This design comes from an exercise in tuning for small area, a short achievable clock period and few clock cycles per item on the open sky130 flow, not from production work.
At most, simulation tests tie the RTL to the original design; equivalence was not proved.
Only the layout flow was run in runs 1 and 2; the RTL was not checked for function there.
Power is estimated from default activity; no workload was simulated.

==> design.v <==
module JAM (
input CLK,
input RST,
output reg [2:0] W,
output reg [2:0] J,
input [6:0] Cost,
output reg [3:0] MatchCount,
output reg [9:0] MinCost,
output reg Valid );
localparam [6:0] LAST = 7'd73;
reg [2:0] ph;
reg [6:0] step;
reg [2:0] yr, xr;           
reg [1:0] sF, sG;           
reg [111:0] Fm, Gm;         
reg [9:0] rom;              
always @(*) begin
    case (step)
        7'd0: rom = {3'd1, 3'd5, 2'd1, 2'd1};
        7'd1: rom = {3'd2, 3'd6, 2'd2, 2'd2};
        7'd2: rom = {3'd3, 3'd7, 2'd3, 2'd3};
        7'd3: rom = {3'd4, 3'd0, 2'd0, 2'd0};
        7'd4: rom = {3'd0, 3'd1, 2'd1, 2'd0};
        7'd5: rom = {3'd1, 3'd2, 2'd2, 2'd0};
        7'd6: rom = {3'd2, 3'd3, 2'd3, 2'd0};
        7'd7: rom = {3'd5, 3'd0, 2'd1, 2'd1};
        7'd8: rom = {3'd0, 3'd1, 2'd2, 2'd1};
        7'd9: rom = {3'd3, 3'd0, 2'd2, 2'd0};
        7'd10: rom = {3'd0, 3'd2, 2'd3, 2'd0};
        7'd11: rom = {3'd1, 3'd0, 2'd3, 2'd1};
        7'd12: rom = {3'd0, 3'd3, 2'd2, 2'd1};
        7'd13: rom = {3'd2, 3'd4, 2'd0, 2'd0};
        7'd14: rom = {3'd3, 3'd0, 2'd2, 2'd1};
        7'd15: rom = {3'd0, 3'd1, 2'd3, 2'd1};
        7'd16: rom = {3'd1, 3'd2, 2'd0, 2'd1};
        7'd17: rom = {3'd6, 3'd0, 2'd3, 2'd2};
        7'd18: rom = {3'd0, 3'd1, 2'd0, 2'd2};
        7'd19: rom = {3'd2, 3'd0, 2'd0, 2'd1};
        7'd20: rom = {3'd4, 3'd2, 2'd0, 2'd0};
        7'd21: rom = {3'd0, 3'd3, 2'd2, 2'd1};
        7'd22: rom = {3'd1, 3'd0, 2'd2, 2'd2};
        7'd23: rom = {3'd2, 3'd1, 2'd2, 2'd0};
        7'd24: rom = {3'd0, 3'd4, 2'd0, 2'd2};
        7'd25: rom = {3'd1, 3'd0, 2'd0, 2'd0};
        7'd26: rom = {3'd0, 3'd2, 2'd2, 2'd0};
        7'd27: rom = {3'd2, 3'd5, 2'd1, 2'd0};
        7'd28: rom = {3'd3, 3'd0, 2'd2, 2'd1};
        7'd29: rom = {3'd0, 3'd1, 2'd0, 2'd1};
        7'd30: rom = {3'd1, 3'd2, 2'd1, 2'd1};
        7'd31: rom = {3'd4, 3'd0, 2'd0, 2'd2};
        7'd32: rom = {3'd0, 3'd1, 2'd1, 2'd2};
        7'd33: rom = {3'd2, 3'd0, 2'd1, 2'd1};
        7'd34: rom = {3'd0, 3'd3, 2'd2, 2'd1};
        7'd35: rom = {3'd1, 3'd0, 2'd2, 2'd2};
        7'd36: rom = {3'd0, 3'd2, 2'd1, 2'd2};
        7'd37: rom = {3'd7, 3'd0, 2'd1, 2'd3};
        7'd38: rom = {3'd0, 3'd1, 2'd2, 2'd3};
        7'd39: rom = {3'd2, 3'd0, 2'd2, 2'd2};
        7'd40: rom = {3'd3, 3'd2, 2'd2, 2'd1};
        7'd41: rom = {3'd5, 3'd3, 2'd2, 2'd0};
        7'd42: rom = {3'd0, 3'd4, 2'd0, 2'd2};
        7'd43: rom = {3'd1, 3'd0, 2'd0, 2'd3};
        7'd44: rom = {3'd2, 3'd1, 2'd0, 2'd1};
        7'd45: rom = {3'd3, 3'd2, 2'd0, 2'd0};
        7'd46: rom = {3'd0, 3'd5, 2'd2, 2'd3};
        7'd47: rom = {3'd1, 3'd0, 2'd2, 2'd1};
        7'd48: rom = {3'd2, 3'd1, 2'd2, 2'd0};
        7'd49: rom = {3'd0, 3'd3, 2'd0, 2'd1};
        7'd50: rom = {3'd1, 3'd0, 2'd0, 2'd0};
        7'd51: rom = {3'd0, 3'd2, 2'd2, 2'd0};
        7'd52: rom = {3'd2, 3'd6, 2'd3, 2'd0};
        7'd53: rom = {3'd3, 3'd0, 2'd2, 2'd1};
        7'd54: rom = {3'd0, 3'd1, 2'd0, 2'd1};
        7'd55: rom = {3'd1, 3'd2, 2'd3, 2'd1};
        7'd56: rom = {3'd4, 3'd0, 2'd0, 2'd2};
        7'd57: rom = {3'd0, 3'd1, 2'd3, 2'd2};
        7'd58: rom = {3'd2, 3'd0, 2'd3, 2'd1};
        7'd59: rom = {3'd0, 3'd3, 2'd2, 2'd1};
        7'd60: rom = {3'd1, 3'd0, 2'd2, 2'd2};
        7'd61: rom = {3'd0, 3'd2, 2'd3, 2'd2};
        7'd62: rom = {3'd5, 3'd0, 2'd3, 2'd3};
        7'd63: rom = {3'd0, 3'd1, 2'd2, 2'd3};
        7'd64: rom = {3'd2, 3'd0, 2'd2, 2'd2};
        7'd65: rom = {3'd3, 3'd2, 2'd2, 2'd1};
        7'd66: rom = {3'd0, 3'd4, 2'd0, 2'd2};
        7'd67: rom = {3'd1, 3'd0, 2'd0, 2'd3};
        7'd68: rom = {3'd2, 3'd1, 2'd0, 2'd1};
        7'd69: rom = {3'd0, 3'd3, 2'd2, 2'd3};
        7'd70: rom = {3'd1, 3'd0, 2'd2, 2'd1};
        7'd71: rom = {3'd0, 3'd2, 2'd0, 2'd1};
        default: rom = {3'd0, 3'd4, 2'd0, 2'd0};
    endcase
end
wire [2:0] phn = ph + 3'd1;
wire [1:0] sn = (ph == 3'd7) ? rom[3:2] : phn[2] ? sG : sF;
wire [1:0] rn = sn - phn[1:0] - 2'd1;
reg [3:0] ldF, ldG;         
reg selA, selB, selC, selD;  
reg swB, swC;               
always @(posedge CLK or posedge RST) begin
    if (RST) begin
        ph <= 3'd7;
        step <= 7'h7f;
    end else begin
        ph <= phn;
        if (ph == 3'd7 && !Valid) step <= step + 7'd1;
    end
end
always @(posedge CLK) begin
    W <= {phn[2], rn};
    ldF <= phn[2] ? 4'd0 : (4'd1 << rn);
    ldG <= phn[2] ? (4'd1 << rn) : 4'd0;
    selA <= (phn <= 3'd2);
    selB <= (phn >= 3'd4) & (phn <= 3'd6);
    selC <= (phn >= 3'd3) & (phn <= 3'd6);
    selD <= (phn >= 3'd3);
    swB <= (phn[1:0] == 2'd2);
    swC <= phn[1];
    if (ph == 3'd3) J <= xr;
    if (ph == 3'd7) begin
        J <= rom[9:7];
        {yr, xr, sF, sG} <= rom;
    end
end
integer r, k;
always @(posedge CLK) begin
    for (r = 0; r < 4; r = r + 1)
        for (k = 0; k < 4; k = k + 1) begin
            Fm[(k*4+r)*7 +: 7] <= (k == r && ldF[r]) ? Cost : Fm[(((k+1)%4)*4+r)*7 +: 7];
            Gm[(k*4+r)*7 +: 7] <= (k == r && ldG[r]) ? Cost : Gm[(((k+1)%4)*4+r)*7 +: 7];
        end
end
wire [27:0] cA = selA ? Gm[27:0] : Fm[27:0];
wire [27:0] cB = selB ? (swB ? Fm[83:56] : Fm[55:28]) : (swB ? Gm[83:56] : Gm[55:28]);
wire [27:0] cC = selC ? (swC ? Fm[55:28] : Fm[83:56]) : (swC ? Gm[55:28] : Gm[83:56]);
wire [27:0] cD = selD ? Fm[111:84] : Gm[111:84];
function [8:0] pmin;        
    input [6:0] a0, b1, b0, a1;
    reg [7:0] u, v;
    begin
        u = a0 + b1;
        v = b0 + a1;
        pmin = {u == v, (u < v) ? u : v};
    end
endfunction
reg [8:0] q01ab, q23cd, q01cd, q23ab;
always @(posedge CLK) begin
    q01ab <= pmin(cA[6:0],   cB[13:7],  cB[6:0],   cA[13:7]);
    q23cd <= pmin(cC[20:14], cD[27:21], cD[20:14], cC[27:21]);
    q01cd <= pmin(cC[6:0],   cD[13:7],  cD[6:0],   cC[13:7]);
    q23ab <= pmin(cA[20:14], cB[27:21], cB[20:14], cA[27:21]);
end
wire [8:0] v1 = q01ab[7:0] + q23cd[7:0];
wire [8:0] v2 = q01cd[7:0] + q23ab[7:0];
wire [3:0] c1 = (q01ab[8] & q23cd[8]) ? 4'd4 : (q01ab[8] | q23cd[8]) ? 4'd2 : 4'd1;
wire [3:0] c2 = (q01cd[8] & q23ab[8]) ? 4'd4 : (q01cd[8] | q23ab[8]) ? 4'd2 : 4'd1;
reg [8:0] pv;
reg [3:0] pc;
always @(posedge CLK) begin
    pv <= (v1 < v2) ? v1 : v2;
    pc <= (v1 < v2) ? c1 : (v2 < v1) ? c2 : c1 + c2;
end
reg [8:0] acc, fs;
reg [3:0] accc, fsc;
always @(posedge CLK) begin
    if (ph == 3'd6 || ph == 3'd2) begin
        acc <= pv;
        accc <= pc;
    end else if (pv < acc) begin
        acc <= pv;
        accc <= pc;
    end else if (pv == acc) begin
        accc <= accc + pc;
    end
    if (ph == 3'd1) begin
        fs <= acc;
        fsc <= accc;
    end
end
wire [9:0] tot = fs + acc;
wire [7:0] cprod = fsc * accc;
wire merge = (ph == 3'd5) && (step >= 7'd4) && (step <= LAST) && !Valid;
always @(posedge CLK) begin
    if (merge) begin
        if (step == 7'd4 || tot < MinCost) begin
            MinCost <= tot;
            MatchCount <= cprod[3:0];
        end else if (tot == MinCost) begin
            MatchCount <= MatchCount + cprod[3:0];
        end
    end
end
always @(posedge CLK or posedge RST) begin
    if (RST) Valid <= 1'b0;
    else if (merge && step == LAST) Valid <= 1'b1;
end
endmodule
==> flow/run.sh <==
#!/bin/bash
# Standard layout, with repair_timing aiming for more setup slack than the
# clock period needs (the SDC and the clock period are the design's), and
# plain buffers on the ports.
set -euo pipefail
bash standard.sh SETUP_SLACK_MARGIN=11.8 "BUFFER_PORTS_ARGS=-buffer_cell sky130_fd_sc_hd__buf_2" finish > standard_make.log 2>&1
==> standard.sh <==
#!/bin/bash
# synth_recipe.tcl (not shown) runs the flow's synth.tcl, then flattens the netlist and writes it again
# the make line also repeats each setting of config.mk as NAME=value (left out here)
make -C /OpenROAD-flow-scripts/flow DESIGN_CONFIG=/design/flow/config.mk WORK_HOME=/design/flow/orfs CLKGATE_MAP_FILE= SYNTH_SCRIPT=/design/flow/synth_recipe.tcl "${@:-finish}"
==> config.mk <==
export PLATFORM = sky130hd
export DESIGN_NAME = JAM
export DESIGN_NICKNAME = JAM
export VERILOG_FILES = /design/flow/design.v
export SDC_FILE = /design/flow/constraint.sdc
export NUM_CORES = 4
export LEC_CHECK = 0
export CAP_MARGIN = 20
export CORE_MARGIN = 2
export CORE_UTILIZATION = 40
export SLEW_MARGIN = 20
==> constraint.sdc <==
create_clock -name core_clock -period 16.0 [get_ports {CLK}]
set_input_delay 3.2000 -clock core_clock [delete_from_list [all_inputs] [get_ports {CLK}]]
set_output_delay 3.2000 -clock core_clock [all_outputs]
set_load 0.01 [all_outputs]
==> run summary, run 1 <==
Total Nets Final=1769; worst-case setup margin in the final layout=11.69 ns; clock-pin slew on the worst setup and hold paths=0.06 ns; height of the chip=213 µm; number of DRC violations after detailed routing=0; share of cells above drive strength 1=0.223; sequential-to-total area share from yosys stat=0.433; number of flops mapped to enable cells by yosys=50; largest net degree at the start of global routing=49; biggest area consumer among synthesized cells=sky130_fd_sc_hd__dfxtp_1; fraction of the mapped netlist area in compound gates=0.0976; cell at the root of the clock tree=sky130_fd_sc_hd__clkbuf_16; count of cell instances traversed by the critical path=1; n_diodes=0; dominant cells by area after synthesis=sky130_fd_sc_hd__dfxtp_1 33%, sky130_fd_sc_hd__ha_1 13%, sky130_fd_sc_hd__edfxtp_1 8.6%; Crit path buffers/inverters=1; H-Tree Depth=2; Register-to-Register Path Depth=16; share of the cycle needed by the critical path after routing=0.269; detailed-routing iteration count for the pre-antenna-repair pass=7; timing-limited maximum frequency=0.232 GHz; max-cap violations=0; total negative slack for setup checks=0 ns; cells traversed along the worst timing path=buf_6; switching component of the power=0.000822 W; family with the most delay on the worst path=flip-flops; power share of the clock group=0.337; switching fraction of total power=0.306; Clk Latency, worst-skew pair=0.56 ns; Cell Area, Synth=0.0175 mm²; count of endpoints failing setup in the final report=0; floorplan die area=0.0455 mm²; clock tree sinks=351; leakage power total=8.42 nW; global-route usage over all layers=0.183; wirelength, routed=40.8 mm; most instantiated flip-flop cell in the synthesis netlist=sky130_fd_sc_hd__dfxtp_1; number of max-slew violations in the final report=0; growth of design area from synthesis to finish=13.3%; result of the run=no timing/DRC/antenna violations; share of async-settable or async-resettable flops after synthesis=0.0313; worst hold path depth=0; share of the synthesized netlist area taken by xor and xnor gates=0.0376; I/O Buffers=29; path category of the worst min-delay check=register to register; multi-input gate area in the final layout=0.00929 mm²; cell at the slowest stage of the critical path=sky130_fd_sc_hd__edfxtp_1; distinct cell type count of the synthesized netlist=71; routed wirelength normalized by instance count=18.7 µm; RSZ-0062 raised after global routing=yes; via count of the first global-routing pass=11600; cell-internal power=0.00187 W; starting density of the core=0.406; slew at the pin with the worst max-slew slack=0.992 ns; Power Total=0.00269 W; critical path fanouts, max=2; number of fillers in the final layout=3996; initial drt markers=625; minimum clock period=4.31 ns; hold buffers post-CTS=0; Rows=76; TritonCTS clock tree=yes; gpl congestion=0.846; global-route wire length before repair=64.0 mm; core occupancy in the finished layout=0.460; ratio of total power to cell area=135 mW/mm²; core area=0.0432 mm²; Data arrival, critical path=1.11 ns; synthesized netlist cell count=1520; Setup crit end kind=output port; nature of the critical path startpoint=register; sequential standard cell area=0.00761 mm²; post-place setup slack=11.47 ns; placed wire-length estimate after detailed placement=29.0 mm; horizontal die dimension=213 µm; Net Count, Synth=1722; largest family of logic cells by synthesized area=multiplexers; Critical Path RT=12.80 ns; part of the total power dissipated in sequential elements=0.391; initial antenna violation count=0; worst IR drop on VDD=0.0000773 V; remaining number of nets flagged by the antenna check after routing=0; Mean Syn Cell Area=11.5 µm²; simple-gate area share of the yosys netlist=0.0678; Final Hold Violating Endpoints=0; Syn. warnings=1; overflow left after global routing=0; maximum clock skew at final layout=0.0302 ns; number of buffers inserted during clock tree synthesis=38; logic gate share of total power=0.272; Boundary Pins=30; Crit path largest cell delay=0.41 ns; post-synthesis sequential element count=351; share of cell area taken by muxes after synthesis=0.181; vias after detailed routing=11400; Worst slew margin=0.330; top-area cell type share of the netlist area=0.331; Synth Area in Adders=0.144; buffer levels on the longest clock path=3; Worst Path Class, Setup=register to output port; post-DR vias/cell=5.25
[layer usage]
| layer | wire [µm] | vias to the layer above | share of wire | track usage |
|---|---|---|---|---|
| met3 | 1800 | 67 | 0.044 | 0.0277 |
| met1 | 19400 | 5540 | 0.48 | 0.255 |
| li1 | - | 5587 | - | - |
| met5 | 0 | - | 0 | 0 |
| met2 | 18300 | 250 | 0.45 | 0.287 |
| met4 | 1270 | 0 | 0.031 | 0.0716 |
[synth_stat cells (all sizes together) (3+ instances only)]
master / instances
a2111oi: 3
a211o: 3
a211oi: 15
a21boi: 3
a21o: 24
a21oi: 89
a31oi: 14
and2: 9
and3: 3
buf: 31
clkbuf: 25
dfstp: 10
dfxtp: 290
edfxtp: 50
fa: 14
ha: 179
inv: 113
mux2: 128
mux2i: 35
mux4: 61
nand2: 54
nand2b: 15
nand3: 9
nand4: 14
nor2: 73
nor2b: 23
nor3: 13
nor3b: 7
o211ai: 8
o21a: 5
o21ai: 60
o21bai: 15
o22ai: 4
o311ai: 3
o31ai: 5
or3: 11
xnor2: 46
xor2: 27
[cells by family (layout without fill, tap and decap cells)]
kind of cell / count (synthesis) / in the layout
xor+xnor: 73 / 73
mux: 224 / 224
simple gates: 239 / 239
compound gates: 271 / 271
flops: 351 / 351
buf+inv: 169 / 244
fa+ha+maj: 193 / 193
[state kept, by name (all words and copies together) (netlist names), 3 cells and up]
| register | flops |
|---|---|
| q01cd | 9 |
| fs | 9 |
| ldG | 4 |
| Gm | 112 |
| pc | 4 |
| q23cd | 9 |
| accc | 4 |
| xr | 3 |
| ldF | 4 |
| acc | 9 |
| pv | 9 |
| MatchCount | 4 |
| Fm | 112 |
| J | 3 |
| MinCost | 10 |
| fsc | 4 |
| W | 3 |
| q01ab | 9 |
| q23ab | 9 |
| step | 7 |
| ph | 3 |
[worst paths after layout]
kind / start / slack (ns) / end
max: MinCost[3]$_DFFE_PP_ / 11.69 / MinCost[3]
min: Fm[5]$_DFF_P_ / 0.34 / Fm[89]$_DFF_P_
max reg2reg: selA$_DFF_P_ / 12.01 / q23ab[0]$_DFF_P_
min reg2reg: Fm[5]$_DFF_P_ / 0.34 / Fm[89]$_DFF_P_
max in group asynchronous: RST / 12.98 / step[5]$_DFFE_PP1P_
min in group asynchronous: RST / 2.67 / Valid$_DFFE_PP0P_
[layout make-up]
cell class | instances | area share
Timing Repair Buffer | 63 | 0.0255
Clock inverter | 19 | 0.0103
Multi-Input combinational cell | 1000 | 0.468
Clock buffer | 49 | 0.0552
Tap cell | 585 | 0.0369
Sequential cell | 351 | 0.383
Inverter | 113 | 0.0214
[what timing repair did]
action,in CTS,in global routing
pin swaps,0,0
cloned,0,2
setup endpoints to repair,44,72
setup buffers,13,13
gates resized for setup,14,18
[power by group through the flow]
stage	Clock (W)	Combinational [W]	Sequential, W
2_1_floorplan	0	0.000568	0.00105
3_3_place_gp	0	0.000699	0.00107
3_5_place_dp	0	0.000716	0.00107
4_1_cts	0.000926	0.000722	0.00105
5_1_grt	0.000955	0.000838	0.00106
6_report	0.000906	0.000732	0.00105
[worst reg2reg max path: stages (launching register included)]
cell and delay (ns):
sky130_fd_sc_hd__dfxtp_1 0.33, sky130_fd_sc_hd__buf_6 0.36, sky130_fd_sc_hd__mux2_2 0.43, sky130_fd_sc_hd__ha_1 0.24
sky130_fd_sc_hd__fa_1 0.40, sky130_fd_sc_hd__a21o_1 0.17, sky130_fd_sc_hd__a21oi_1 0.20, sky130_fd_sc_hd__o21bai_1 0.10
sky130_fd_sc_hd__a21oi_1 0.17, sky130_fd_sc_hd__xor2_1 0.23, sky130_fd_sc_hd__inv_1 0.07, sky130_fd_sc_hd__ha_1 0.29
sky130_fd_sc_hd__nand4_1 0.11, sky130_fd_sc_hd__a21oi_1 0.15, sky130_fd_sc_hd__nor2_1 0.07, sky130_fd_sc_hd__nand2_2 0.20
sky130_fd_sc_hd__mux2_2 0.36
[stage by stage]
stage	area, µm²	hold slack (ns)	instances
2_1_floorplan	17500	0.326	1520
3_3_place_gp	18200	0.327	2084
3_5_place_dp	18200	0.332	2084
4_1_cts	19600	0.343	2165
5_1_grt	19900	0.346	2180
6_report	19900	0.343	2180
[placed cells by master, fill, tap and decap left out, drive strengths merged, types with 8 or more instances in the layout]
master	synthesis	layout
clkinv	0	11
mux2i	35	35
edfxtp	50	50
inv	113	116
mux2	128	128
dfxtp	290	290
o21ai	60	60
or3	11	11
xnor2	46	46
nand2b	15	15
nand3	9	9
a21oi	89	89
nor2	73	73
nor3	13	13
dfstp	10	10
nor2b	23	23
o21bai	15	15
xor2	27	27
clkbuf	25	51
a21o	24	24
and2	9	9
nand2	54	54
fa	14	14
o211ai	8	8
ha	179	179
a31oi	14	14
buf	31	61
a211oi	15	15
nand4	14	14
mux4	61	61
==> inputs of run 2 (changes only) <==
--- a/config.mk
+++ b/config.mk
@@ -8,4 +8,6 @@
 export CAP_MARGIN = 20
 export CORE_MARGIN = 2
 export CORE_UTILIZATION = 40
+export CTS_CLUSTER_DIAMETER = 80
+export CTS_CLUSTER_SIZE = 40
 export SLEW_MARGIN = 20
==> run summary, run 2 <==
result of the run=no timing/DRC/antenna violations (unchanged); path category of the worst min-delay check=register to register (unchanged); share of async-settable or async-resettable flops after synthesis=0.0313 (unchanged); minimum clock period=4.31 ns (about the same); family with the most delay on the worst path=flip-flops (unchanged); Rows=76 (unchanged); maximum clock skew at final layout=0.0379 ns (was 0.0302 ns); via count of the first global-routing pass=11300 (was 11600); Net Count, Synth=1722 (unchanged); clock tree sinks=351 (unchanged); Crit path buffers/inverters=1 (unchanged); growth of design area from synthesis to finish=10.6% (was 13.3%); initial antenna violation count=0 (unchanged); Worst Path Class, Setup=register to output port (unchanged); start point of the critical path=MinCost[3]$_DFFE_PP_ (unchanged); slew at the pin with the worst max-slew slack=0.987 ns (was 0.992 ns); most used cells in the layout excluding fill and tap cells=285 x sky130_fd_sc_hd__dfxtp_1, 179 x sky130_fd_sc_hd__ha_1, 128 x sky130_fd_sc_hd__mux2_2 (unchanged); reg2reg start=selC$_DFF_P_ (was selA$_DFF_P_); dominant cells by area after synthesis=sky130_fd_sc_hd__dfxtp_1 33%, sky130_fd_sc_hd__ha_1 13%, sky130_fd_sc_hd__edfxtp_1 8.6% (unchanged); number of DRC violations after detailed routing=0 (unchanged); Worst Setup EP=MinCost[3] (unchanged); nature of the critical path startpoint=register (unchanged); Mean Syn Cell Area=11.5 µm² (unchanged); Final Hold Violating Endpoints=0 (unchanged); Cell Count, Final, Fillers Out=2155 (was 2180); wirelength, routed=40.2 mm (was 40.8 mm); critical path fanouts, max=2 (unchanged); Worst slew margin=0.333 (was 0.330); leading cell type by number of instances after synthesis=sky130_fd_sc_hd__dfxtp_1 (unchanged); initial drt markers=660 (was 625); TritonCTS clock tree=yes (unchanged); RSZ-0062 raised after global routing=yes (unchanged); core area=0.0432 mm² (unchanged); global-route usage over all layers=0.179 (was 0.183); Cell Area, Synth=0.0175 mm² (unchanged); sequential-to-total area share from yosys stat=0.433 (unchanged); I/O Buffers=29 (unchanged); top-area cell type share of the netlist area=0.331 (unchanged); floorplan die area=0.0455 mm² (unchanged); number of flops mapped to enable cells by yosys=50 (unchanged); Total Nets Final=1758 (was 1769); Clk Latency, worst-skew pair=0.57 ns (was 0.56 ns); synthesized netlist cell count=1520 (unchanged); Data arrival, critical path=1.11 ns (about the same); horizontal die dimension=213 µm (unchanged); post-DR vias/cell=5.27 (was 5.25); number of max-slew violations in the final report=0 (unchanged); Crit path largest cell delay=0.43 ns (was 0.41 ns); Setup crit end kind=output port (unchanged); most common cell after layout, fill and taps aside=sky130_fd_sc_hd__dfxtp_1 (unchanged); gpl congestion=0.846 (unchanged); global-route wire length before repair=63.4 mm (was 64.0 mm); share of the cycle needed by the critical path after routing=0.269 (about the same); leakage power total=8.18 nW (was 8.42 nW); Worst R2R End=q23cd[0]$_DFF_P_ (was q23ab[0]$_DFF_P_); Register-to-Register Path Depth=15 (was 16); Syn. warnings=1 (unchanged); height of the chip=213 µm (unchanged); ratio of total power to cell area=124 mW/mm² (was 135 mW/mm²); cells traversed along the worst timing path=buf_6 (unchanged); Critical Path RT=12.80 ns (about the same); count of cell instances traversed by the critical path=1 (unchanged); post-synthesis sequential element count=351 (unchanged); cell at the slowest stage of the critical path=sky130_fd_sc_hd__edfxtp_1 (unchanged); biggest area consumer among synthesized cells=sky130_fd_sc_hd__dfxtp_1 (unchanged); routed wirelength normalized by instance count=18.7 µm (about the same); most instantiated flip-flop cell in the synthesis netlist=sky130_fd_sc_hd__dfxtp_1 (unchanged); most common library cells after synthesis=290 x sky130_fd_sc_hd__dfxtp_1, 179 x sky130_fd_sc_hd__ha_1, 128 x sky130_fd_sc_hd__mux2_2 (unchanged); overflow left after global routing=0 (unchanged); largest registers=Fm x112, Gm x112, MinCost x10 (unchanged); H-Tree Depth=1 (was 2); number of buffers inserted during clock tree synthesis=20 (was 38); count of endpoints failing setup in the final report=0 (unchanged); total negative slack for setup checks=0 ns (unchanged); Reg2Reg Setup Slack=12.00 ns (was 12.01 ns); share of cells above drive strength 1=0.213 (was 0.223); max-cap violations=0 (unchanged); cell at the root of the clock tree=sky130_fd_sc_hd__clkbuf_16 (unchanged); largest net degree at the start of global routing=49 (unchanged); vias after detailed routing=11400 (about the same); remaining number of nets flagged by the antenna check after routing=0 (unchanged); Boundary Pins=30 (unchanged); worst IR drop on VDD=0.0000874 V (was 0.0000773 V); placed wire-length estimate after detailed placement=29.0 mm (unchanged); starting density of the core=0.406 (unchanged); clock-pin slew on the worst setup and hold paths=0.10 ns (was 0.06 ns); distinct cell type count of the synthesized netlist=71 (unchanged); detailed-routing iteration count for the pre-antenna-repair pass=5 (was 7); n_diodes=0 (unchanged); buffer levels on the longest clock path=3 (unchanged); timing-limited maximum frequency=0.232 GHz (about the same); # placed instances=2084 (unchanged)
[run 2: cells by family after synthesis]
logic type | after synthesis | synth area share
AO/OA/AOI/OAI | 271 | 0.0976
flip-flops | 351 | 0.433
AND/OR/NAND/NOR | 239 | 0.0678
adder cells (fa/ha/maj) | 193 | 0.144
buffers and inverters | 169 | 0.0389
XOR/XNOR | 73 | 0.0376
multiplexers | 224 | 0.181
[run 2: cell type report]
cell class              count  area, µm²
inverters                 113        424
multi-input cells        1000       9290
flip-flops and latches    351       7610
fillers                  4022      23800
repair buffers             70        562
clock buffers              22        539
well taps                 585        732
clock inverters            14        221
[run 2: metal layers]
layer	up-vias	track usage	wire length (µm)
met5	-	0	0
met1	5542	0.257	19500
met2	217	0.284	18100
met4	0	0.0489	1110
met3	54	0.0219	1480
li1	5553	-	-
[run 2: worst min-delay path by stage]
stage,start,end,slack [ns],depth (start not counted)
2_1_floorplan,Fm[84]$_DFF_P_,Fm[56]$_DFF_P_,0.33,0
3_3_place_gp,Gm[12]$_DFF_P_,Gm[96]$_DFF_P_,0.33,0
3_5_place_dp,Gm[1]$_DFF_P_,Gm[85]$_DFF_P_,0.33,0
4_1_cts,Fm[97]$_DFF_P_,Fm[69]$_DFF_P_,0.33,0
5_1_grt,Fm[97]$_DFF_P_,Fm[69]$_DFF_P_,0.33,0
6_report,Fm[97]$_DFF_P_,Fm[69]$_DFF_P_,0.33,0
[run 2: metrics by stage]
stage	setup slack (ns)	power (W)	area (µm²)	utilization	hold WS [ns]
after detailed placement	11.47	0.00179	18200	0.421	0.332
after floorplan	11.87	0.00162	17500	-	0.326
after global routing	11.64	0.00257	19400	0.449	0.334
after CTS	11.67	0.00241	19100	0.442	0.328
final	11.69	0.00241	19400	0.449	0.333
after global placement	11.54	0.00177	18200	0.421	0.327
[run 2: power breakdown]
part | internal (W) | switching (W)
Combinational | 0.000327 | 0.000408
Sequential | 0.00100 | 0.0000466
Clock | 0.000276 | 0.000352
Total | 0.00161 | 0.000806
[run 2: repair_timing]
item,4_1_cts,5_1_grt
hold buffers,0,0
endpoints found under the setup margin,46,74
gates cloned,0,2
setup buffers,13,20
endpoints found under the hold margin,0,0
gates resized for setup,16,21
==> inputs of run 3 (changes only) <==
--- a/design.v
+++ b/design.v
@@ -160,29 +160,28 @@
     pv <= (v1 < v2) ? v1 : v2;
     pc <= (v1 < v2) ? c1 : (v2 < v1) ? c2 : c1 + c2;
 end
-reg [8:0] acc, fs;
-reg [3:0] accc, fsc;
+reg [8:0] acc;
+reg [3:0] accc;
 always @(posedge CLK) begin
-    if (ph == 3'd6 || ph == 3'd2) begin
+    if (ph == 3'd6) begin
         acc <= pv;
         accc <= pc;
-    end else if (pv < acc) begin
-        acc <= pv;
-        accc <= pc;
-    end else if (pv == acc) begin
-        accc <= accc + pc;
-    end
-    if (ph == 3'd1) begin
-        fs <= acc;
-        fsc <= accc;
+    end else if (ph == 3'd7 || ph == 3'd0) begin
+        if (pv < acc) begin
+            acc <= pv;
+            accc <= pc;
+        end else if (pv == acc) begin
+            accc <= accc + pc;
+        end
     end
 end
-wire [9:0] tot = fs + acc;
-wire [7:0] cprod = fsc * accc;
-wire merge = (ph == 3'd5) && (step >= 7'd4) && (step <= LAST) && !Valid;
+wire [9:0] tot = acc + pv;
+wire [7:0] cprod = accc * pc;
+wire merge = (ph >= 3'd2) && (ph <= 3'd4) && (step >= 7'd4) && (step <= LAST) && !Valid;
+wire first = (step == 7'd4) && (ph == 3'd2);
 always @(posedge CLK) begin
     if (merge) begin
-        if (step == 7'd4 || tot < MinCost) begin
+        if (first || tot < MinCost) begin
             MinCost <= tot;
             MatchCount <= cprod[3:0];
         end else if (tot == MinCost) begin
@@ -192,6 +191,6 @@
 end
 always @(posedge CLK or posedge RST) begin
     if (RST) Valid <= 1'b0;
-    else if (merge && step == LAST) Valid <= 1'b1;
+    else if (merge && step == LAST && ph == 3'd4) Valid <= 1'b1;
 end
 endmodule
--- a/config.mk
+++ b/config.mk
@@ -8,6 +8,6 @@
 export CAP_MARGIN = 20
 export CORE_MARGIN = 2
 export CORE_UTILIZATION = 40
-export CTS_CLUSTER_DIAMETER = 80
+export CTS_CLUSTER_DIAMETER = 50
 export CTS_CLUSTER_SIZE = 40
 export SLEW_MARGIN = 20
==> run summary, run 3 <==
Final Hold Violating Endpoints=0 (unchanged); reg2reg start=selA$_DFF_P_ (was selC$_DFF_P_); critical path fanouts, max=2 (unchanged); growth of design area from synthesis to finish=11.9% (was 10.6%); clock-pin slew on the worst setup and hold paths=0.08 ns (was 0.10 ns); power share of the clock group=0.290 (was 0.260); nature of the critical path startpoint=register (unchanged); Cell Count, Final, Fillers Out=2165 (was 2155); core area=0.0429 mm² (was 0.0432 mm²); number of buffers inserted during clock tree synthesis=31 (was 20); sequential-to-total area share from yosys stat=0.416 (was 0.433); most common cell after layout, fill and taps aside=sky130_fd_sc_hd__dfxtp_1 (unchanged); result of the run=no timing/DRC/antenna violations (unchanged); Total Nets Final=1758 (unchanged); Net Count, Synth=1727 (was 1722); share of the cycle needed by the critical path after routing=0.271 (was 0.269); initial antenna violation count=0 (unchanged); number of max-slew violations in the final report=0 (unchanged); share of cells above drive strength 1=0.213 (about the same); remaining number of nets flagged by the antenna check after routing=0 (unchanged); ratio of total power to cell area=139 mW/mm² (was 124 mW/mm²); switching fraction of total power=0.347 (was 0.334); initial drt markers=773 (was 660); biggest area consumer among synthesized cells=sky130_fd_sc_hd__dfxtp_1 (unchanged); gpl congestion=0.881 (was 0.846); floorplan die area=0.0449 mm² (was 0.0455 mm²); Crit path largest cell delay=0.40 ns (was 0.43 ns); Post-Layout Inst Area=0.0194 mm² (about the same); total negative slack for setup checks=0 ns (unchanged); Cell Area, Synth=0.0173 mm² (was 0.0175 mm²); Crit path buffers/inverters=1 (unchanged); leakage power total=8.24 nW (was 8.18 nW); cell at the slowest stage of the critical path=sky130_fd_sc_hd__edfxtp_1 (unchanged); post-synthesis sequential element count=338 (was 351); HP Start=Fm[1]$_DFF_P_ (was Fm[97]$_DFF_P_); Syn. warnings=1 (unchanged); number of flops mapped to enable cells by yosys=37 (was 50); switching component of the power=0.000936 W (was 0.000806 W); count of endpoints failing setup in the final report=0 (unchanged); distinct cell type count of the synthesized netlist=83 (was 71); I/O Buffers=29 (unchanged); clock tree sinks=338 (was 351); Worst slew margin=0.429 (was 0.333); core occupancy in the finished layout=0.451 (was 0.449); most instantiated flip-flop cell in the synthesis netlist=sky130_fd_sc_hd__dfxtp_1 (unchanged); global-route usage over all layers=0.181 (was 0.179); max-cap violations=0 (unchanged); Clk Latency, worst-skew pair=0.59 ns (was 0.57 ns); worst IR drop on VDD=0.0000871 V (was 0.0000874 V); detailed-routing iteration count for the pre-antenna-repair pass=7 (was 5); Boundary Pins=30 (unchanged); TritonCTS clock tree=yes (unchanged); height of the chip=212 µm (was 213 µm); wirelength, routed=40.5 mm (was 40.2 mm); leading cell type by number of instances after synthesis=sky130_fd_sc_hd__dfxtp_1 (unchanged); slew at the pin with the worst max-slew slack=0.856 ns (was 0.987 ns); H-Tree Depth=1 (unchanged); minimum clock period=4.34 ns (was 4.31 ns); hold buffers post-CTS=0 (unchanged); most used cells in the layout excluding fill and tap cells=285 x sky130_fd_sc_hd__dfxtp_1, 179 x sky130_fd_sc_hd__ha_1, 122 x sky130_fd_sc_hd__inv_1 (was 285 x sky130_fd_sc_hd__dfxtp_1, 179 x sky130_fd_sc_hd__ha_1, 128 x sky130_fd_sc_hd__mux2_2); placed standard-cell area=0.0180 mm² (was 0.0182 mm²); Mean Syn Cell Area=11.3 µm² (was 11.5 µm²); top-area cell type share of the netlist area=0.336 (was 0.331); routed wirelength normalized by instance count=18.7 µm (about the same); via count of the first global-routing pass=11400 (was 11300); synthesized netlist cell count=1525 (was 1520); path category of the worst min-delay check=register to register (unchanged); horizontal die dimension=212 µm (was 213 µm); Data arrival, critical path=1.14 ns (was 1.11 ns); Power Total=0.00270 W (was 0.00241 W); vias after detailed routing=11500 (was 11400); number of DRC violations after detailed routing=0 (unchanged); largest net degree at the start of global routing=51 (was 49); # placed instances=2091 (was 2084); largest registers=Fm x112, Gm x112, MinCost x10 (unchanged); most common library cells after synthesis=290 x sky130_fd_sc_hd__dfxtp_1, 179 x sky130_fd_sc_hd__ha_1, 122 x sky130_fd_sc_hd__inv_1 (was 290 x sky130_fd_sc_hd__dfxtp_1, 179 x sky130_fd_sc_hd__ha_1, 128 x sky130_fd_sc_hd__mux2_2); logic gate share of total power=0.335 (was 0.305); buffer levels on the longest clock path=3 (unchanged); dominant cells by area after synthesis=sky130_fd_sc_hd__dfxtp_1 34%, sky130_fd_sc_hd__ha_1 13%, sky130_fd_sc_hd__mux2_2 7.7% (was sky130_fd_sc_hd__dfxtp_1 33%, sky130_fd_sc_hd__ha_1 13%, sky130_fd_sc_hd__edfxtp_1 8.6%); timing-limited maximum frequency=0.231 GHz (was 0.232 GHz); start point of the critical path=MatchCount[0]$_DFFE_PP_ (was MinCost[3]$_DFFE_PP_); Critical Path RT=12.80 ns (about the same); cell at the root of the clock tree=sky130_fd_sc_hd__clkbuf_16 (unchanged); part of the total power dissipated in sequential elements=0.375 (was 0.435); maximum clock skew at final layout=0.0262 ns (was 0.0379 ns); overflow left after global routing=0 (unchanged); Setup crit end kind=output port (unchanged); Worst Path Class, Setup=register to output port (unchanged); Rows=76 (unchanged); family with the most delay on the worst path=flip-flops (unchanged); placed wire-length estimate after detailed placement=29.2 mm (was 29.0 mm); cells traversed along the worst timing path=buf_2 (was buf_6); starting density of the core=0.403 (was 0.406); share of async-settable or async-resettable flops after synthesis=0.0325 (was 0.0313); global-route wire length before repair=63.7 mm (was 63.4 mm); post-DR vias/cell=5.29 (was 5.27); RSZ-0062 raised after global routing=yes (unchanged); n_diodes=0 (unchanged); cell-internal power=0.00176 W (was 0.00161 W)
-- run 3: changes by cell type in the layout (fill, tap and decap cells not counted), sizes merged, moves of 12 or more --
cell | before | now
inv | 123 | 141
buf | 68 | 51
clkbuf | 24 | 37
edfxtp | 50 | 37
nor3 | 13 | 26
nor2 | 73 | 61
-- run 3: power by group through the flow --
| stage | sequential (W) | clock (W) | combinational, W |
|---|---|---|---|
| detailed placement | 0.00103 | 0 | 0.000888 |
| global route | 0.00102 | 0.000832 | 0.00103 |
| global placement | 0.00103 | 0 | 0.000867 |
| floorplan | 0.00101 | 0 | 0.000699 |
| finish | 0.00101 | 0.000784 | 0.000904 |
| CTS | 0.00101 | 0.000800 | 0.000903 |
-- run 3: per-layer routing --
layer	routed length (µm)	vias to the layer above	part of all wire	track usage
met5	0	-	0	0
met4	871	0	0.022	0.0415
met3	1650	53	0.041	0.0196
met2	18400	276	0.45	0.291
met1	19600	5553	0.48	0.261
li1	-	5575	-	-
-- run 3: final timing paths --
path,end,slack (ns),cells past startpoint
min,Fm[85]$_DFF_P_,0.34,0
max,MatchCount[0],11.66,1
max reg2reg,q01ab[0]$_DFF_P_,11.98,14
max in group asynchronous,Valid$_DFFE_PP0P_,12.96,2
min in group asynchronous,Valid$_DFFE_PP0P_,2.66,2
min reg2reg,Fm[85]$_DFF_P_,0.34,0
-- run 3: metrics by stage --
step / hold slack [ns] / worst slack, ns
2_1_floorplan: 0.326 / 11.85
3_3_place_gp: 0.328 / 11.36
3_5_place_dp: 0.331 / 11.31
4_1_cts: 0.348 / 11.63
5_1_grt: 0.352 / 11.61
6_report: 0.344 / 11.66
-- run 3: layout make-up --
type / instances / area [µm²]
clock buffer: 35 / 832
clock inverter: 22 / 267
fill: 3918 / 23500
inverter: 124 / 465
multi-input combinational: 1008 / 9420
sequential: 338 / 7210
tap: 585 / 732
timing repair buffer: 53 / 430
-- run 3: logic make-up (layout without fill, tap and decap cells) --
logic type,Yosys count,count (layout),share of synthesized area
flip-flops,338,338,0.416
multiplexers,218,218,0.177
AO/OA/AOI/OAI,280,280,0.107
XOR/XNOR,77,77,0.0390
adder cells (fa/ha/maj),193,193,0.146
buffers and inverters,179,234,0.0429
AND/OR/NAND/NOR,240,240,0.0722
-- run 3: timing repair --
| action | 4_1_cts | 5_1_grt |
|---|---|---|
| pin swaps | 2 | 2 |
| setup endpoints to repair | 62 | 65 |
| setup buffers | 12 | 3 |
| resized for setup | 18 | 17 |
| gates cloned | 0 | 2 |
Testbench counts of run 3, summed over its fixed seeds: cycles 10,620, tables 18.
==> inputs of run 4 (changes only) <==
--- a/config.mk
+++ b/config.mk
@@ -8,6 +8,6 @@
 export CAP_MARGIN = 20
 export CORE_MARGIN = 2
 export CORE_UTILIZATION = 40
-export CTS_CLUSTER_DIAMETER = 50
-export CTS_CLUSTER_SIZE = 40
+export CTS_CLUSTER_DIAMETER = 60
+export CTS_CLUSTER_SIZE = 30
 export SLEW_MARGIN = 20
==> run summary, run 4 <==
Crit path buffers/inverters=1 (unchanged); overflow left after global routing=0 (unchanged); cells traversed along the worst timing path=buf_2 (unchanged); detailed-routing iteration count for the pre-antenna-repair pass=5 (was 7); Syn. warnings=1 (unchanged); max-cap violations=0 (unchanged); slew at the pin with the worst max-slew slack=0.844 ns (was 0.856 ns); minimum clock period=4.32 ns (was 4.34 ns); most common cell after layout, fill and taps aside=sky130_fd_sc_hd__dfxtp_1 (unchanged); nature of the critical path startpoint=register (unchanged); maximum clock skew at final layout=0.0138 ns (was 0.0262 ns); sequential-to-total area share from yosys stat=0.416 (unchanged); synthesized netlist cell count=1525 (unchanged); largest net degree at the start of global routing=51 (unchanged); placed wire-length estimate after detailed placement=29.2 mm (unchanged); post-place setup slack=11.31 ns (unchanged); Crit path largest cell delay=0.40 ns (about the same); Power Total=0.00268 W (was 0.00270 W); global-route usage over all layers=0.181 (about the same); number of max-slew violations in the final report=0 (unchanged); I/O Buffers=29 (unchanged); buffer levels on the longest clock path=3 (unchanged); clock tree sinks=338 (unchanged); placed standard-cell area=0.0180 mm² (unchanged); Setup crit end kind=output port (unchanged); floorplan die area=0.0449 mm² (unchanged); Total Nets Final=1755 (was 1758); wirelength, routed=40.5 mm (about the same); number of flops mapped to enable cells by yosys=37 (unchanged); Data arrival, critical path=1.12 ns (was 1.14 ns); Worst Path Class, Setup=register to output port (unchanged); share of cells above drive strength 1=0.210 (was 0.213); Clk Latency, worst-skew pair=0.58 ns (was 0.59 ns); most instantiated flip-flop cell in the synthesis netlist=sky130_fd_sc_hd__dfxtp_1 (unchanged); worst-case setup margin in the final layout=11.68 ns (was 11.66 ns); H-Tree Depth=1 (unchanged); TritonCTS clock tree=yes (unchanged); Post-Layout Inst Area=0.0193 mm² (was 0.0194 mm²); timing-limited maximum frequency=0.231 GHz (about the same); post-DR vias/cell=5.28 (was 5.29); share of async-settable or async-resettable flops after synthesis=0.0325 (unchanged); via count of the first global-routing pass=11400 (about the same); height of the chip=212 µm (unchanged); most common library cells after synthesis=290 x sky130_fd_sc_hd__dfxtp_1, 179 x sky130_fd_sc_hd__ha_1, 122 x sky130_fd_sc_hd__inv_1 (unchanged); family with the most delay on the worst path=flip-flops (unchanged); leakage power total=8.22 nW (was 8.24 nW); biggest area consumer among synthesized cells=sky130_fd_sc_hd__dfxtp_1 (unchanged); Boundary Pins=30 (unchanged); growth of design area from synthesis to finish=11.7% (was 11.9%); worst IR drop on VDD=0.0000766 V (was 0.0000871 V); number of buffers inserted during clock tree synthesis=28 (was 31); post-synthesis sequential element count=338 (unchanged); share of the cycle needed by the critical path after routing=0.270 (was 0.271); path category of the worst min-delay check=register to register (unchanged); remaining number of nets flagged by the antenna check after routing=0 (unchanged); number of DRC violations after detailed routing=0 (unchanged); horizontal die dimension=212 µm (unchanged); initial drt markers=662 (was 773); gpl congestion=0.881 (unchanged); top-area cell type share of the netlist area=0.336 (unchanged); initial antenna violation count=0 (unchanged); result of the run=no timing/DRC/antenna violations (unchanged); core area=0.0429 mm² (unchanged); Cell Area, Synth=0.0173 mm² (unchanged); Critical Path RT=12.80 ns (about the same); Final Hold Violating Endpoints=0 (unchanged); starting density of the core=0.403 (unchanged); routed wirelength normalized by instance count=18.8 µm (was 18.7 µm); Mean Syn Cell Area=11.3 µm² (unchanged); dominant cells by area after synthesis=sky130_fd_sc_hd__dfxtp_1 34%, sky130_fd_sc_hd__ha_1 13%, sky130_fd_sc_hd__mux2_2 7.7% (unchanged); largest registers=Fm x112, Gm x112, MinCost x10 (unchanged); Worst slew margin=0.437 (was 0.429); count of endpoints failing setup in the final report=0 (unchanged); Net Count, Synth=1727 (unchanged); critical path fanouts, max=2 (unchanged); global-route wire length before repair=63.9 mm (was 63.7 mm); cell at the root of the clock tree=sky130_fd_sc_hd__clkbuf_16 (unchanged); vias after detailed routing=11400 (was 11500); n_diodes=0 (unchanged); most used cells in the layout excluding fill and tap cells=285 x sky130_fd_sc_hd__dfxtp_1, 179 x sky130_fd_sc_hd__ha_1, 122 x sky130_fd_sc_hd__inv_1 (unchanged); Rows=76 (unchanged); clock-pin slew on the worst setup and hold paths=0.08 ns (about the same); total negative slack for setup checks=0 ns (unchanged); RSZ-0062 raised after global routing=yes (unchanged); leading cell type by number of instances after synthesis=sky130_fd_sc_hd__dfxtp_1 (unchanged); distinct cell type count of the synthesized netlist=83 (unchanged); ratio of total power to cell area=139 mW/mm² (about the same); cell at the slowest stage of the critical path=sky130_fd_sc_hd__edfxtp_1 (unchanged)
## run 4: area by class of cell
cell class                 count  area [µm²]
clock buffer                  32         757
multi-input combinational   1008        9420
timing repair buffer          53         433
fill                        3917       23600
clock inverter                20         293
sequential                   338        7210
inverter                     124         465
tap                          585         732
## run 4: worst paths after layout
check | from | slack, ns | endpoint | cells after the start
setup / recovery | MatchCount[0]$_DFFE_PP_ | 11.68 | MatchCount[0] | 1
min in group asynchronous | RST | 2.67 | Valid$_DFFE_PP0P_ | 2
hold reg to reg | Fm[93]$_DFF_P_ | 0.35 | Fm[65]$_DFF_P_ | 0
hold / removal | Fm[93]$_DFF_P_ | 0.35 | Fm[65]$_DFF_P_ | 0
max in group asynchronous | RST | 12.95 | Valid$_DFFE_PP0P_ | 2
setup reg to reg | selA$_DFF_P_ | 11.95 | q01ab[0]$_DFF_P_ | 14
## run 4: cell families after synthesis
kind of cell               count (synthesis)  share of synthesized area
adders and majority gates                193                      0.146
buffers and inverters                    179                     0.0429
muxes                                    218                      0.177
xor gates and xnor gates                  77                     0.0390
DFF                                      338                      0.416
AOI/OAI and AO/OA                        280                      0.107
and+or+nand+nor                          240                     0.0722
## run 4: power breakdown
part	switching, W	internal, W
Sequential	0.0000516	0.000960
Combinational	0.000502	0.000399
Clock	0.000368	0.000399
Total	0.000922	0.00176
## run 4: metal layers
layer	up-vias	global-route usage	wire, µm
met5	-	0	0
met4	0	0.0408	816
met3	49	0.0192	1430
met2	254	0.294	18500
met1	5545	0.260	19800
li1	5561	-	-
## run 4: metrics by stage
step                      hold WS [ns]   util  std cells
after floorplan                  0.326      -       1525
after global placement           0.328  0.419       2091
after detailed placement         0.331  0.419       2091
after CTS                        0.348  0.447       2155
after global routing             0.354  0.450       2160
final                            0.347  0.450       2160
## run 4: what timing repair did
action | in CTS | in global routing
hold buffers | 0 | 0
endpoints found under the setup margin | 63 | 65
buffers inserted | 12 | 3
cloned | 0 | 2
pin swaps | 2 | 2
gates resized for setup | 18 | 18
==> inputs of run 5 (changes only) <==
--- a/config.mk
+++ b/config.mk
@@ -5,6 +5,7 @@
 export SDC_FILE = /design/flow/constraint.sdc
 export NUM_CORES = 4
 export LEC_CHECK = 0
+export ABC_AREA = 1
 export CAP_MARGIN = 20
 export CORE_MARGIN = 2
 export CORE_UTILIZATION = 40
==> run summary, run 5 <==
result of the run=no timing/DRC/antenna violations (unchanged); top-area cell type share of the netlist area=0.344 (was 0.336); clock-pin slew on the worst setup and hold paths=0.09 ns (was 0.08 ns); global-route usage over all layers=0.196 (was 0.181); I/O Buffers=29 (unchanged); Worst R2R End=q01cd[6]$_DFF_P_ (was q01ab[0]$_DFF_P_); Total Nets Final=2175 (was 1755); largest family of logic cells by synthesized area=compound AO/OA/AOI/OAI gates (was multiplexers); share of cell area taken by muxes after synthesis=0.0373 (was 0.177); Net Count, Synth=2162 (was 1727); Register-to-Register Path Depth=22 (was 14); Final Hold Violating Endpoints=0 (unchanged); share of the cycle needed by the critical path after routing=0.269 (was 0.270); count of cell instances traversed by the critical path=1 (unchanged); routed wirelength normalized by instance count=17.0 µm (was 18.8 µm); via count of the first global-routing pass=12700 (was 11400); Post-Layout Inst Area=0.0188 mm² (was 0.0193 mm²); distinct cell type count of the synthesized netlist=51 (was 83); Crit path largest cell delay=0.42 ns (was 0.40 ns); nature of the critical path startpoint=register (unchanged); vias after detailed routing=13300 (was 11400); Syn. warnings=1 (unchanged); share of async-settable or async-resettable flops after synthesis=0.0325 (unchanged); Setup crit end kind=output port (unchanged); leakage power total=8.54 nW (was 8.22 nW); growth of design area from synthesis to finish=11.3% (was 11.7%); sequential-to-total area share from yosys stat=0.427 (was 0.416); number of DRC violations after detailed routing=0 (unchanged); Crit path buffers/inverters=1 (unchanged); number of max-slew violations in the final report=0 (unchanged); placed standard-cell area=0.0175 mm² (was 0.0180 mm²); cell at the slowest stage of the critical path=sky130_fd_sc_hd__dfrtp_2 (was sky130_fd_sc_hd__edfxtp_1); Power Total=0.00266 W (was 0.00268 W); most used cells in the layout excluding fill and tap cells=317 x sky130_fd_sc_hd__nand2_1, 285 x sky130_fd_sc_hd__dfxtp_1, 244 x sky130_fd_sc_hd__o21ai_0 (was 285 x sky130_fd_sc_hd__dfxtp_1, 179 x sky130_fd_sc_hd__ha_1, 122 x sky130_fd_sc_hd__inv_1); # placed instances=2468 (was 2091); Mean Syn Cell Area=8.61 µm² (was 11.3 µm²); Reg2Reg Setup Slack=12.10 ns (was 11.95 ns); gpl congestion=0.914 (was 0.881); Critical Path RT=12.80 ns (about the same); switching fraction of total power=0.363 (was 0.344); fraction of the mapped netlist area in compound gates=0.158 (was 0.107); Worst Path Class, Setup=register to output port (unchanged); H-Tree Depth=1 (unchanged); Worst slew margin=0.470 (was 0.437); horizontal die dimension=209 µm (was 212 µm); height of the chip=209 µm (was 212 µm); share of the synthesized netlist area taken by xor and xnor gates=0.0363 (was 0.0390); number of buffers inserted during clock tree synthesis=28 (unchanged); path category of the worst min-delay check=register to register (unchanged); maximum clock skew at final layout=0.0566 ns (was 0.0138 ns); post-place setup slack=11.46 ns (was 11.31 ns); floorplan die area=0.0439 mm² (was 0.0449 mm²); buffer levels on the longest clock path=3 (unchanged); timing-limited maximum frequency=0.233 GHz (was 0.231 GHz); remaining number of nets flagged by the antenna check after routing=0 (unchanged); synthesized netlist cell count=1960 (was 1525); critical path fanouts, max=2 (unchanged); biggest area consumer among synthesized cells=sky130_fd_sc_hd__dfxtp_1 (unchanged); dominant cells by area after synthesis=sky130_fd_sc_hd__dfxtp_1 34%, sky130_fd_sc_hd__ha_1 13%, sky130_fd_sc_hd__o21ai_0 7.3% (was sky130_fd_sc_hd__dfxtp_1 34%, sky130_fd_sc_hd__ha_1 13%, sky130_fd_sc_hd__mux2_2 7.7%); max-cap violations=0 (unchanged); worst-case setup margin in the final layout=11.70 ns (was 11.68 ns); number of flops mapped to enable cells by yosys=37 (unchanged); largest registers=Fm x112, Gm x112, MinCost x10 (unchanged); cell at the root of the clock tree=sky130_fd_sc_hd__clkbuf_16 (unchanged); simple-gate area share of the yosys netlist=0.129 (was 0.0722); count of endpoints failing setup in the final report=0 (unchanged); post-DR vias/cell=5.25 (was 5.28); most common cell after layout, fill and taps aside=sky130_fd_sc_hd__nand2_1 (was sky130_fd_sc_hd__dfxtp_1); Clk Latency, worst-skew pair=0.60 ns (was 0.58 ns); Boundary Pins=30 (unchanged); overflow left after global routing=0 (unchanged); Cell Area, Synth=0.0169 mm² (was 0.0173 mm²); wirelength, routed=43.2 mm (was 40.5 mm); leading cell type by number of instances after synthesis=sky130_fd_sc_hd__nand2_1 (was sky130_fd_sc_hd__dfxtp_1); reg2reg start=swC$_DFF_P_ (was selA$_DFF_P_); clock tree sinks=338 (unchanged); share of cells above drive strength 1=0.0997 (was 0.210); core area=0.0418 mm² (was 0.0429 mm²); total negative slack for setup checks=0 ns (unchanged); slew at the pin with the worst max-slew slack=0.795 ns (was 0.844 ns); power share of the clock group=0.288 (was 0.286); detailed-routing iteration count for the pre-antenna-repair pass=6 (was 5); logic gate share of total power=0.327 (was 0.336); post-synthesis sequential element count=338 (unchanged); family with the most delay on the worst path=flip-flops (unchanged); RSZ-0062 raised after global routing=yes (unchanged); initial drt markers=1118 (was 662); most instantiated flip-flop cell in the synthesis netlist=sky130_fd_sc_hd__dfxtp_1 (unchanged); number of fillers in the final layout=3984 (was 3917); Rows=75 (was 76); switching component of the power=0.000968 W (was 0.000922 W); starting density of the core=0.404 (was 0.403); initial antenna violation count=0 (unchanged); cell-internal power=0.00170 W (was 0.00176 W); Synth Area in Adders=0.149 (was 0.146); Data arrival, critical path=1.10 ns (was 1.12 ns); n_diodes=0 (unchanged); worst hold path depth=0 (unchanged); part of the total power dissipated in sequential elements=0.385 (was 0.377); largest net degree at the start of global routing=69 (was 51); TritonCTS clock tree=yes (unchanged); global-route wire length before repair=68.8 mm (was 63.9 mm); most common library cells after synthesis=317 x sky130_fd_sc_hd__nand2_1, 290 x sky130_fd_sc_hd__dfxtp_1, 245 x sky130_fd_sc_hd__o21ai_0 (was 290 x sky130_fd_sc_hd__dfxtp_1, 179 x sky130_fd_sc_hd__ha_1, 122 x sky130_fd_sc_hd__inv_1); HP Start=Gm[76]$_DFF_P_ (was Fm[93]$_DFF_P_); Cell Count, Final, Fillers Out=2534 (was 2160); worst IR drop on VDD=0.0000963 V (was 0.0000766 V); minimum clock period=4.30 ns (was 4.32 ns); placed wire-length estimate after detailed placement=31.6 mm (was 29.2 mm); ratio of total power to cell area=142 mW/mm² (was 139 mW/mm²); cells traversed along the worst timing path=buf_6 (was buf_2); end point of the most critical hold path=Gm[48]$_DFF_P_ (was Fm[65]$_DFF_P_)
-- run 5: changes by cell type after synthesis, moves of 57 or more --
cell / delta
sky130_fd_sc_hd__a21oi_1: +76
sky130_fd_sc_hd__inv_1: +85
sky130_fd_sc_hd__mux2_2: -63
sky130_fd_sc_hd__mux4_2: -57
sky130_fd_sc_hd__nand2_1: +272
sky130_fd_sc_hd__nor2_1: +59
sky130_fd_sc_hd__o21ai_0: +196
-- run 5: per-stage QoR --
stage / util / hold slack (ns)
6_report: 0.450 / 0.341
5_1_grt: 0.450 / 0.344
4_1_cts: 0.447 / 0.342
3_5_place_dp: 0.419 / 0.331
3_3_place_gp: 0.419 / 0.328
2_1_floorplan: - / 0.326
-- run 5: final cells by class --
type,count,area (µm²),share of cell area
Clock buffer,32,747,0.0397
Clock inverter,20,322,0.0171
Inverter,212,833,0.0443
Multi-Input combinational cell,1343,8620,0.459
Sequential cell,338,7220,0.384
Tap cell,539,674,0.0359
Timing Repair Buffer,50,385,0.0205
-- run 5: logic make-up (layout without fill, tap and decap cells) --
group	count (synthesis)	after routing
mux	56	56
buf+inv	279	314
simple gates	532	532
compound gates	492	492
fa+ha+maj	193	193
xor+xnor	70	70
flops	338	338
-- run 5: worst max path at each step --
stage / start / endpoint / slack [ns]
2_1_floorplan: selA$_DFF_P_ / q23ab[1]$_DFF_P_ / 12.33
3_3_place_gp: swC$_DFF_P_ / q01cd[4]$_DFF_P_ / 11.55
5_1_grt: MinCost[1]$_DFFE_PP_ / MinCost[1] / 11.64
3_5_place_dp: swC$_DFF_P_ / q01cd[6]$_DFF_P_ / 11.46
4_1_cts: Valid$_DFFE_PP0P_ / Valid / 11.66
6_report: Valid$_DFFE_PP0P_ / Valid / 11.70
-- run 5: per-layer routing --
metal  vias up  GRT usage  share of wire
met1      6247      0.275           0.48
met3        48     0.0232          0.045
met5         -          0              0
met2       349      0.328           0.46
met4         0     0.0364          0.016
li1       6650          -              -
-- run 5: what timing repair did --
action / in CTS / in global routing
gates cloned: 0 / 1
resized for setup: 10 / 29
setup buffers: 9 / 4
hold buffers: 0 / 0
endpoints found under the setup margin: 52 / 52
-- run 5: power by group through the flow --
stage,Sequential [W],Combinational (W),Clock [W]
floorplan,0.00102,0.000682,0
global placement,0.00105,0.000843,0
detailed placement,0.00105,0.000866,0
CTS,0.00103,0.000871,0.000785
global route,0.00104,0.00102,0.000825
finish,0.00103,0.000871,0.000767
==> inputs of run 6 (changes only) <==
--- a/config.mk
+++ b/config.mk
@@ -8,7 +8,7 @@
 export ABC_AREA = 1
 export CAP_MARGIN = 20
 export CORE_MARGIN = 2
-export CORE_UTILIZATION = 40
+export CORE_UTILIZATION = 65
 export CTS_CLUSTER_DIAMETER = 60
 export CTS_CLUSTER_SIZE = 30
 export SLEW_MARGIN = 20
==> run summary, run 6 <==
post-synthesis sequential element count=338 (unchanged); Boundary Pins=30 (unchanged); routed wirelength normalized by instance count=18.8 µm (was 17.0 µm); overflow left after global routing=0 (unchanged); floorplan die area=0.0273 mm² (was 0.0439 mm²); leakage power total=8.49 nW (was 8.54 nW); number of fillers in the final layout=1931 (was 3984); critical path fanouts, max=2 (unchanged); Crit path largest cell delay=0.42 ns (about the same); Critical Path RT=12.80 ns (about the same); top sig layer=met4 (unchanged); Net Count, Synth=2162 (unchanged); total negative slack for setup checks=0 ns (unchanged); share of cells above drive strength 1=0.100 (was 0.0997); leading cell type by number of instances after synthesis=sky130_fd_sc_hd__nand2_1 (unchanged); nature of the critical path startpoint=register (unchanged); largest net degree at the start of global routing=69 (unchanged); wirelength, routed=43.7 mm (was 43.2 mm); Mean Syn Cell Area=8.61 µm² (unchanged); Final Hold Violating Endpoints=0 (unchanged); Total Nets Final=2180 (was 2175); timing-limited maximum frequency=0.233 GHz (about the same); biggest area consumer among synthesized cells=sky130_fd_sc_hd__dfxtp_1 (unchanged); most used cells in the layout excluding fill and tap cells=317 x sky130_fd_sc_hd__nand2_1, 286 x sky130_fd_sc_hd__dfxtp_1, 244 x sky130_fd_sc_hd__o21ai_0 (was 317 x sky130_fd_sc_hd__nand2_1, 285 x sky130_fd_sc_hd__dfxtp_1, 244 x sky130_fd_sc_hd__o21ai_0); Crit path buffers/inverters=1 (unchanged); cell at the slowest stage of the critical path=sky130_fd_sc_hd__edfxtp_1 (was sky130_fd_sc_hd__dfrtp_2); vias after detailed routing=13600 (was 13300); via count of the first global-routing pass=13000 (was 12700); cell at the root of the clock tree=sky130_fd_sc_hd__clkbuf_16 (unchanged); horizontal die dimension=165 µm (was 209 µm); number of max-slew violations in the final report=0 (unchanged); ratio of total power to cell area=142 mW/mm² (about the same); Worst slew margin=0.475 (was 0.470); starting density of the core=0.667 (was 0.404); top-area cell type share of the netlist area=0.344 (unchanged); clock-pin slew on the worst setup and hold paths=0.10 ns (was 0.09 ns); distinct cell type count of the synthesized netlist=51 (unchanged); synthesized netlist cell count=1960 (unchanged); Clk Latency, worst-skew pair=0.56 ns (was 0.60 ns); number of DRC violations after detailed routing=0 (unchanged); post-DR vias/cell=5.87 (was 5.25); n_diodes=0 (unchanged); Setup crit end kind=output port (unchanged); gpl congestion=0.944 (was 0.914); result of the run=no timing/DRC/antenna violations (unchanged); number of buffers inserted during clock tree synthesis=23 (was 28); Worst Path Class, Setup=register to output port (unchanged); RSZ-0062 raised after global routing=yes (unchanged); Met2 Routed Length=20.1 mm (was 19.8 mm); most common library cells after synthesis=317 x sky130_fd_sc_hd__nand2_1, 290 x sky130_fd_sc_hd__dfxtp_1, 245 x sky130_fd_sc_hd__o21ai_0 (unchanged); clock tree sinks=338 (unchanged); TritonCTS clock tree=yes (unchanged); path category of the worst min-delay check=register to register (unchanged); global-route usage over all layers=0.321 (was 0.196); dominant cells by area after synthesis=sky130_fd_sc_hd__dfxtp_1 34%, sky130_fd_sc_hd__ha_1 13%, sky130_fd_sc_hd__o21ai_0 7.3% (unchanged); maximum clock skew at final layout=0.0372 ns (was 0.0566 ns); Rows=58 (was 75); height of the chip=165 µm (was 209 µm); family with the most delay on the worst path=flip-flops (unchanged); buffer levels on the longest clock path=3 (unchanged); Syn. warnings=1 (unchanged); share of the cycle needed by the critical path after routing=0.268 (was 0.269); initial drt markers=1378 (was 1118); core area=0.0253 mm² (was 0.0418 mm²); Met1 Routed Length=18.5 mm (was 20.8 mm); wire length on met3=3.25 mm (was 1.95 mm); Data arrival, critical path=1.09 ns (was 1.10 ns); placed wire-length estimate after detailed placement=31.2 mm (was 31.6 mm); count of endpoints failing setup in the final report=0 (unchanged); growth of design area from synthesis to finish=9.15% (was 11.3%); minimum clock period=4.29 ns (was 4.30 ns); share of async-settable or async-resettable flops after synthesis=0.0325 (unchanged); Cell Area, Synth=0.0169 mm² (unchanged); global-route wire length before repair=68.1 mm (was 68.8 mm); I/O Buffers=29 (unchanged); most common cell after layout, fill and taps aside=sky130_fd_sc_hd__nand2_1 (unchanged); slew at the pin with the worst max-slew slack=0.786 ns (was 0.795 ns); largest registers=Fm x112, Gm x112, MinCost x10 (unchanged); sequential-to-total area share from yosys stat=0.427 (unchanged); detailed-routing iteration count for the pre-antenna-repair pass=5 (was 6); hold buffers post-CTS=0 (unchanged); most instantiated flip-flop cell in the synthesis netlist=sky130_fd_sc_hd__dfxtp_1 (unchanged); final-layout worst hold slack=0.332 ns (was 0.341 ns); worst IR drop on VDD=0.000125 V (was 0.0000963 V); initial antenna violation count=0 (unchanged); max-cap violations=0 (unchanged); H-Tree Depth=1 (unchanged); remaining number of nets flagged by the antenna check after routing=0 (unchanged); number of flops mapped to enable cells by yosys=37 (unchanged); cells traversed along the worst timing path=buf_6 (unchanged)
-- run 6: cell counts after synthesis --
No cell type changed its count.
-- run 6: cell families (layout without fill, tap and decap cells) --
| group | count (synthesis) | in the layout | share of synthesized area |
|---|---|---|---|
| mux | 56 | 56 | 0.0373 |
| xor+xnor | 70 | 70 | 0.0363 |
| compound gates | 492 | 492 | 0.158 |
| fa+ha+maj | 193 | 193 | 0.149 |
| simple gates | 532 | 532 | 0.129 |
| flops | 338 | 338 | 0.427 |
| buf+inv | 279 | 313 | 0.0634 |
-- run 6: cell type report --
cell class | count | area [µm²] | area share
timing repair buffer | 59 | 433 | 0.0235
multi-input combinational | 1343 | 8620 | 0.468
sequential | 338 | 7220 | 0.392
inverter | 212 | 842 | 0.0457
tap | 330 | 413 | 0.0224
timing repair inverter | 1 | 5.00 | 0.000272
clock inverter | 17 | 314 | 0.0170
clock buffer | 24 | 589 | 0.0320
-- run 6: power by group --
| group | switching (W) | total, W | internal [W] |
|---|---|---|---|
| Sequential | 0.0000560 | 0.00102 | 0.000968 |
| Combinational | 0.000568 | 0.000901 | 0.000333 |
| Clock | 0.000346 | 0.000691 | 0.000344 |
-- run 6: what timing repair did --
action,4_1_cts,5_1_grt
hold endpoints to repair,0,0
cloned,1,0
pin swaps,0,1
setup endpoints to repair,49,51
resized for setup,8,28
setup buffers,9,15
-- run 6: metal layers --
layer	up-vias	global-route usage
met3	117	0.0417
met1	6301	0.433
li1	6642	-
met2	573	0.525
met5	-	0
met4	0	0.128
-- run 6: final timing paths --
kind	slack (ns)	startpoint	to	cells past startpoint
min in group asynchronous	2.69	RST	Valid$_DFFE_PP0P_	2
hold reg to reg	0.33	Fm[108]$_DFF_P_	Fm[80]$_DFF_P_	0
setup / recovery	11.71	MinCost[5]$_DFFE_PP_	MinCost[5]	1
max in group asynchronous	12.93	RST	Valid$_DFFE_PP0P_	2
hold / removal	0.33	Fm[108]$_DFF_P_	Fm[80]$_DFF_P_	0
setup reg to reg	12.05	swC$_DFF_P_	q23cd[5]$_DFF_P_	21
-- run 6: through the flow --
stage	worst slack (ns)	util	instances	total power [W]	area, µm²
finish	11.71	0.728	2324	0.00262	18400
global route	11.64	0.728	2324	0.00280	18400
CTS	11.70	0.719	2309	0.00262	18200
detailed placement	11.59	0.680	2258	0.00193	17200
global placement	11.77	0.680	2258	0.00188	17200
floorplan	12.33	-	1960	0.00170	16900

## what the ideal ports hide
In the flow no input, the clock included, has a driving cell. The finished layouts below were timed again as built, in two steps. Step 1 assumes that a clkbuf_16 drives the clock port and a buf_2 every other input. Step 2 also shifts input and output timing later by t, the mid clock arrival at the registers, as if the neighbouring blocks saw the same clock. a / b / c = ideal ports / drivers / drivers and shift; a / b = the first two.
run	t, ns	setup slack, ns	worst setup path at the end	slew at the worst register clock pin (ns)
run 1	0.605	11.694 / 11.637 / 12.006	register to register	0.07 / 0.07
run 2	0.600	11.694 / 11.640 / 12.004	register to register	0.12 / 0.12
run 3	0.631	11.664 / 11.616 / 11.984	register to register	0.08 / 0.08
run 4	0.619	11.675 / 11.627 / 11.947	register to register	0.09 / 0.09
run 5	0.629	11.703 / 11.649 / 12.104	register to register	0.10 / 0.10
run 6	0.586	11.710 / 11.661 / 12.045	register to register	0.10 / 0.10
After both steps every run listed still meets setup and hold.
